This design comes from an exercise in tuning for small area, a short achievable clock period and few clock cycles on the open sky130 flow, not from production work.
The RTL was checked by simulation tests, not by an equivalence proof against the original design.
Power is estimated from default activity; no workload was simulated.

== wip/lagoon ==
Design std_fp_smult_pipe, start of the top module:
module std_fp_smult_pipe #(
    parameter WIDTH = 32,
    parameter INT_WIDTH = 16,
    parameter FRAC_WIDTH = 16
) (
    input  [WIDTH-1:0]              left,
    input  [WIDTH-1:0]              right,
    input  logic                    reset,
    input  logic                    go,
    input  logic                    clk,
    output logic [WIDTH-1:0]        out,
    output logic                    done
);
Size in the first run: ~1800 cells after synthesis, ~81 flip-flops.
Settings: LEC_CHECK=0, CAP_MARGIN=20, CORE_MARGIN=2, CORE_UTILIZATION=40, SETUP_SLACK_MARGIN=2.0, SLEW_MARGIN=20, SYNTH_HIERARCHICAL=1; clock period 7.5 ns.
run.sh (not shown) runs the stock make flow with config.mk's settings and CLKGATE_MAP_FILE= SYNTH_SCRIPT=/design/flow/synth_recipe.tcl, a recipe that flattens the netlist after the stock synthesis.
wip/lagoon reached the final stage; the timing, design-rule and antenna checks on its layout passed.
Testbench counts of wip/lagoon, summed over its fixed seeds: cycles 4,008.
Setup changes, wip/lagoon to wip/violet
- changing CORE_UTILIZATION from 40 to 60
- setting PLACE_DENSITY to 0.7 for the first time
## What came out
- Changes observed in wip/violet relative to wip/lagoon: initial antenna violation count went up, power went down, power share of the sequential group did not really move, first-pass GRT wire length went down, worst hold margin did not really move.
- Against wip/lagoon, worst setup slack in wip/violet came out worse.
- Going from wip/lagoon to wip/violet, the placement row count was found to have gone down by 16.
- Relative to wip/lagoon, the per-cell via count in the routed design of wip/violet is higher by 0.76.
### wip/violet -> wip/maple
- SETUP_SLACK_MARGIN: 2.0 -> 2.5
- CORE_UTILIZATION: 60 -> 40
- PLACE_DENSITY: 0.7 -> unset
==> flow/flow/run.sh (new file) <==
#!/bin/bash
# Layout flow: the standard ORFS flow (standard.sh, unchanged synthesis),
# with extra ORFS variables from flow/extra.env (port buffer cell choice and
# timing-repair options). Each tool's full output is in orfs/logs/...; the
# make output is in standard.log.
set -euo pipefail
here=$(pwd)
set -a
source "$here/flow/extra.env"
set +a
bash "$here/standard.sh" > "$here/standard.log" 2>&1
==> flow/flow/extra.env (new file) <==
BUFFER_PORTS_ARGS="-buffer_cell sky130_fd_sc_hd__buf_2"
==> flow/standard.sh (new file) <==
#!/bin/bash
# synth_recipe.tcl (not shown) runs the flow's synth.tcl, then flattens the netlist and writes it again
# the make line also repeats each setting of config.mk as NAME=value (left out here)
make -C /OpenROAD-flow-scripts/flow DESIGN_CONFIG=/design/flow/config.mk WORK_HOME=/design/flow/orfs CLKGATE_MAP_FILE= SYNTH_SCRIPT=/design/flow/synth_recipe.tcl "${@:-finish}"
removed: flow/run.sh
### Flow results
- Run comparison: wip/maple start point of the critical path r31_2; wip/violet start point of the critical path left[22]
- Relative to wip/violet, global-route wire length before repair has gone up in wip/maple.
- Taking wip/violet as the reference, in wip/maple stage delay of the slowest cell on the critical path fell 0.67 ns; routed wire length rose 5.1 mm; via-per-instance ratio fell 9.1%; max-slew headroom at the worst pin rose 16 points; data arrival time of the critical path fell 2.20 ns.
- Changes observed in wip/maple relative to wip/violet: share of layout cells above drive strength 1 went up by 6.3 points, weighted congestion at the end of routability-driven global placement went down by 2.5%, via count was more or less identical.
- Diff wip/violet -> wip/maple: final standard cell area without fillers went up by 2.5%; largest voltage drop on the vdd net now sits lower.
- Run comparison: wip/maple critical path endpoint out[27]; wip/violet critical path endpoint r27_1


Setup of v6:
std_fp_smult_pipe, a different RTL version from the one above (not shown whole).
Size in the first run: about 1800 cells after synthesis, about 81 flip-flops, about 0.020 sq mm of cells after synthesis.
export LEC_CHECK = 0
export CAP_MARGIN = 20
export CORE_MARGIN = 2
export CORE_UTILIZATION = 40
export GPL_TIMING_DRIVEN = 0
export SETUP_SLACK_MARGIN = 2.5
export SLEW_MARGIN = 20
export SYNTH_HIERARCHICAL = 1
create_clock -name core_clock -period 7.5 [get_ports {clk}]
standard.sh (not shown) runs the stock make flow with config.mk's settings and CLKGATE_MAP_FILE= SYNTH_SCRIPT=/design/flow/synth_recipe.tcl, a recipe that flattens the netlist after the stock synthesis.
==> flow/flow/run.sh <==
#!/bin/bash
# Layout flow: the standard ORFS flow (standard.sh, unchanged synthesis),
# with extra ORFS variables from flow/extra.env (port buffer cell choice and
# timing-repair options). Each tool's full output is in orfs/logs/...; the
# make output is in standard.log.
set -euo pipefail
here=$(pwd)
set -a
source "$here/flow/extra.env"
set +a
bash "$here/standard.sh" > "$here/standard.log" 2>&1
==> flow/flow/extra.env <==
BUFFER_PORTS_ARGS="-buffer_cell sky130_fd_sc_hd__buf_4"
Testbench counts of v6, summed over its fixed seeds: cycles 4,008.
### v6 -> v7
Settings: removing SETUP_SLACK_MARGIN (formerly 2.5); removing GPL_TIMING_DRIVEN (formerly 0).
==> flow/flow/run.sh <==
#!/bin/bash
# Layout flow: the standard ORFS flow (standard.sh, unchanged synthesis),
# run stage by stage with extra ORFS variables from flow/extra.env: the port
# buffer cell and the setup-repair margin of each stage (MARGIN_FP for the
# floorplan sizing, MARGIN_CTS after clock-tree synthesis, MARGIN_GRT after
# global routing). Each tool's full output is in orfs/logs/...; the make output
# of each stage is in standard_<stage>.log.
set -euo pipefail
here=$(pwd)
set -a
source "$here/flow/extra.env"
set +a
SETUP_SLACK_MARGIN=$MARGIN_FP bash "$here/standard.sh" synth > "$here/standard_synth.log" 2>&1
SETUP_SLACK_MARGIN=$MARGIN_FP bash "$here/standard.sh" floorplan > "$here/standard_floorplan.log" 2>&1
SETUP_SLACK_MARGIN=$MARGIN_CTS bash "$here/standard.sh" place > "$here/standard_place.log" 2>&1
SETUP_SLACK_MARGIN=$MARGIN_CTS bash "$here/standard.sh" cts > "$here/standard_cts.log" 2>&1
SETUP_SLACK_MARGIN=$MARGIN_GRT bash "$here/standard.sh" finish > "$here/standard_finish.log" 2>&1
==> flow/flow/extra.env <==
BUFFER_PORTS_ARGS="-buffer_cell sky130_fd_sc_hd__buf_2"
MARGIN_FP=3.5
MARGIN_CTS=2.5
MARGIN_GRT=2.5
v7 against v6: number of antenna violations at the first check in global routing increased 1; vias after detailed routing essentially unchanged.
Looking only at actual transition at the worst max-transition pin, and setting everything else aside, the higher value of v7 and v6 goes to v7.
Side by side, filler cell count in the final layout turned out lower in v7 than in v6.
Changes observed in v7 relative to v6: count of multi-input gates held; total power now smaller; combinational share of power shows a reduction of 1.4 points.


Setup of before:
std_fp_smult_pipe again, from the RTL that the note above started with.
Settings: LEC_CHECK=0, CAP_MARGIN=20, CORE_MARGIN=2, CORE_UTILIZATION=40, SETUP_SLACK_MARGIN=2.5, SLEW_MARGIN=20, SYNTH_HIERARCHICAL=1; clock period 7.5 ns.
==> flow/flow/run.sh <==
#!/bin/bash
# Layout flow: the standard ORFS flow (standard.sh, unchanged synthesis),
# with extra ORFS variables from flow/extra.env (port buffer cell choice and
# timing-repair options). Each tool's full output is in orfs/logs/...; the
# make output is in standard.log.
set -euo pipefail
here=$(pwd)
set -a
source "$here/flow/extra.env"
set +a
bash "$here/standard.sh" > "$here/standard.log" 2>&1
==> flow/flow/extra.env <==
BUFFER_PORTS_ARGS="-buffer_cell sky130_fd_sc_hd__buf_4"
Testbench counts of before, summed over its fixed seeds: cycles 4,008.
Modified inputs, after compared to before
- CORE_UTILIZATION changed from 40 to 55
==> flow/flow/extra.env <==
BUFFER_PORTS_ARGS="-buffer_cell sky130_fd_sc_hd__buf_2"
Findings:
met3 wire length for after: 43% up relative to before. Compared with before, after shows sequential power higher by about 0.6%. Design area down 0.70% in after wrt before. after vs before: final core utilization up. Looking at before and after, the sequential share of layout area is a wash. after ends up with lower portion of total power attributed to combinational logic than before does. Route | after vs before | wire longer in after.


std_fp_smult_pipe again, from the RTL that the note above started with.
clock: 7.5 ns
lec_check: 0
cap_margin: 5
core_margin: 2
core_utilization: 40
setup_slack_margin: 2.5
slew_margin: 5
synth_hierarchical: 1
==> flow/flow/extra.env <==
BUFFER_PORTS_ARGS="-buffer_cell sky130_fd_sc_hd__buf_2"
Scripts as last shown in full above: flow/flow/run.sh
Testbench counts at the start, summed over its fixed seeds: cycles 4,008.
Rerun with:
==> flow/flow/extra.env (replaced) <==
BUFFER_PORTS_ARGS="-buffer_cell sky130_fd_sc_hd__buf_4"
CAP_MARGIN = 20   (was 5)
CTS_BUF_LIST = sky130_fd_sc_hd__clkbuf_8   (was not set)
CTS_CLUSTER_SIZE = 30   (was not set)
SLEW_MARGIN = 20   (was 5)
After rerunning: The new run finished with timing, DRC and antenna clean; power climbs by a few percent; setup slack gains 11 ps; first-iteration DRC count rose by about a fifth; count of clock-buffer cells in the layout drops by 3; worst hold slack gets worse by 63 ps.
Rerun with:
==> flow/flow/extra.env (replaced) <==
BUFFER_PORTS_ARGS="-buffer_cell sky130_fd_sc_hd__buf_2"
ABC_CLOCK_PERIOD_IN_PS = 2500   (was not set)
CTS_BUF_LIST = not set   (was sky130_fd_sc_hd__clkbuf_8)
CTS_CLUSTER_SIZE = not set   (was 30)
What happened:
- The new run finished clean
- count of clock-buffer cells in the layout increases by 3
- power fell by 2.4%
- sequential share of layout area is about the same
- utilization grows by 0.45 points
- design area is higher by about 1%
- setup slack gets worse by 11 ps
- hold slack is better by 63 ps
- die area stays the same
- fmax stays flat
- routed wire length increases by 4.5%
Rerun with:
==> flow/flow/extra.env (replaced) <==
BUFFER_PORTS_ARGS="-buffer_cell sky130_fd_sc_hd__buf_4"
ABC_CLOCK_PERIOD_IN_PS = not set   (was 2500)
PLACE_DENSITY = 0.8   (was not set)
Sequential power stays flat. Hold slack gains 5.7 ps. Clock-buffer cell count falls by 1. Sequential share of layout area stays flat. Fmax rises by about 0.4%. Non-clock buffer count falls by 33. Final cell count falls by 1.3%. Synthesized area stays the same.


std_fp_smult_pipe with an RTL version that a note above also has.
Size: roughly 81 flip-flops, ~100 I/O pins, roughly 21000 um^2 of cells after synthesis.
==> flow/config.mk <==
export PLATFORM = sky130hd
export DESIGN_NAME = std_fp_smult_pipe
export DESIGN_NICKNAME = std_fp_smult_pipe
export VERILOG_FILES = /design/flow/design.v
export SDC_FILE = /design/flow/constraint.sdc
export NUM_CORES = 4
export LEC_CHECK = 0
export CAP_MARGIN = 20
export CORE_MARGIN = 2
export CORE_UTILIZATION = 40
export SETUP_SLACK_MARGIN = 3.0
export SLEW_MARGIN = 20
export SYNTH_HIERARCHICAL = 1
==> flow/constraint.sdc <==
create_clock -name core_clock -period 7.5 [get_ports {clk}]
set_input_delay 1.5000 -clock core_clock [delete_from_list [all_inputs] [get_ports {clk}]]
set_output_delay 1.5000 -clock core_clock [all_outputs]
set_load 0.01 [all_outputs]
run.sh (not shown) runs the stock make flow with config.mk's settings and CLKGATE_MAP_FILE= SYNTH_SCRIPT=/design/flow/synth_recipe.tcl, a recipe that flattens the netlist after the stock synthesis.
Stock flow here: none of the scripts above is used.
The baseline finished with timing, DRC and antenna clean.
Testbench counts at the start, summed over its fixed seeds: cycles 4,008.
==> next run, changes <==
SETUP_SLACK_MARGIN = 2.5   (was 3.0)
TNS_END_PERCENT = 0   (was not set)
Die area does not change.
Clock-buffer cell count drops by 3.
Setup slack degrades by 0.31 ns.
Routed wire length drops by 17%.
Utilization drops by 9.0 points.
Critical path depth drops by 1.
Sequential power drops by about 1%.
Area after synthesis stays the same.
==> next run, changes <==
==> flow/flow/run.sh (new file) <==
#!/bin/bash
# Layout flow: the standard ORFS flow (standard.sh, unchanged synthesis),
# with extra ORFS variables from flow/extra.env (port buffer cell choice and
# timing-repair options). Each tool's full output is in orfs/logs/...; the
# make output is in standard.log.
set -euo pipefail
here=$(pwd)
set -a
source "$here/flow/extra.env"
set +a
bash "$here/standard.sh" > "$here/standard.log" 2>&1
==> flow/flow/extra.env (new file) <==
BUFFER_PORTS_ARGS="-buffer_cell sky130_fd_sc_hd__buf_2"
==> flow/standard.sh (new file) <==
#!/bin/bash
# synth_recipe.tcl (not shown) runs the flow's synth.tcl, then flattens the netlist and writes it again
# the make line also repeats each setting of config.mk as NAME=value (left out here)
make -C /OpenROAD-flow-scripts/flow DESIGN_CONFIG=/design/flow/config.mk WORK_HOME=/design/flow/orfs CLKGATE_MAP_FILE= SYNTH_SCRIPT=/design/flow/synth_recipe.tcl "${@:-finish}"
SETUP_SLACK_MARGIN = 2.0   (was 2.5)
TNS_END_PERCENT = not set   (was 0)
removed: flow/run.sh
Global-route usage is lower by 2.0 points. Utilization is lower by 2.6 points. Via count is lower by 4.7%. Worst setup slack gets worse by 0.038 ns. Area after synthesis is unchanged. Sequential share of layout area is higher by 0.39 points. Clock-buffer cell count is lower by 1. Synthesized cell count is unchanged.
==> next run, changes <==
==> flow/run.sh (new file) <==
#!/bin/bash
# synth_recipe.tcl (not shown) runs the flow's synth.tcl, then flattens the netlist and writes it again
# the make line also repeats each setting of config.mk as NAME=value (left out here)
make -C /OpenROAD-flow-scripts/flow DESIGN_CONFIG=/design/flow/config.mk WORK_HOME=/design/flow/orfs CLKGATE_MAP_FILE= SYNTH_SCRIPT=/design/flow/synth_recipe.tcl finish
SETUP_SLACK_MARGIN = 4.0   (was 2.0)
removed: flow/flow/run.sh
removed: flow/flow/extra.env
removed: flow/standard.sh
What happened:
- final area climbs by 30%
- setup slack gets better by 0.40 ns
- non-clock buffer count goes up by 287
- core utilization climbs by 13 points
- count of clock-buffer cells in the layout grows by 2
- cell count came out higher by 12%
- critical path depth came out lower by 1
- die area does not change

==> separate check: timing with driven ports <==
No port has a modelled driver above. Below, the same layouts with a new extraction and two added sets of constraints.
Step 1 (the two cells are an assumption about what drives the block):
set clk [get_ports {clk}]
set_driving_cell -lib_cell sky130_fd_sc_hd__clkbuf_16 $clk
set_driving_cell -lib_cell sky130_fd_sc_hd__buf_2 [delete_from_list [all_inputs] $clk]
Step 2 times the ports against the registers' clock, not the clock port: input delays grow and output delays shrink by t, the midpoint of the rising clock arrivals with the driver on.
Slacks: no drivers / after step 1 / after step 2; pairs: no drivers / after step 1.
run | t, ns | slack for setup (ns) | worst setup path at the end
wip/lagoon | 0.439 | 2.081 / 2.033 / 1.658 | input to register
wip/violet | 0.429 | 1.993 / 1.949 / 1.591 | input to register
wip/maple | 0.424 | 2.446 / 2.393 / 2.124 | input to register
v6 | 0.438 | 2.541 / 2.441 / 2.003 | input to register
v7 | 0.446 | 2.545 / 2.483 / 2.158 | input to register
before | 0.441 | 2.537 / 2.516 / 2.075 | input to register
after | 0.431 | 2.498 / 2.449 / 2.101 | input to register
the first run of note 4 | 0.438 | 2.505 / 2.507 / 2.069 | input to register
the second run of note 4 | 0.490 | 2.515 / 2.482 / 2.015 | input to register
the third run of note 4 | 0.438 | 2.505 / 2.507 / 2.069 | input to register
the fourth run of note 4 | 0.423 | 2.526 / 2.420 / 1.997 | input to register
the first run of note 5 | 0.442 | 2.470 / 2.415 / 2.266 | input to register
the second run of note 5 | 0.442 | 2.158 / 2.192 / 1.750 | input to register
the third run of note 5 | 0.434 | 2.119 / 2.153 / 1.720 | input to register
the fourth run of note 5 | 0.439 | 2.518 / 2.462 / 2.251 | input to register
After both steps setup and hold are still met in every run listed. For v6, which loses most, drivers alone change the setup slack by -0.100 ns; drivers and shift together by -0.538 ns.
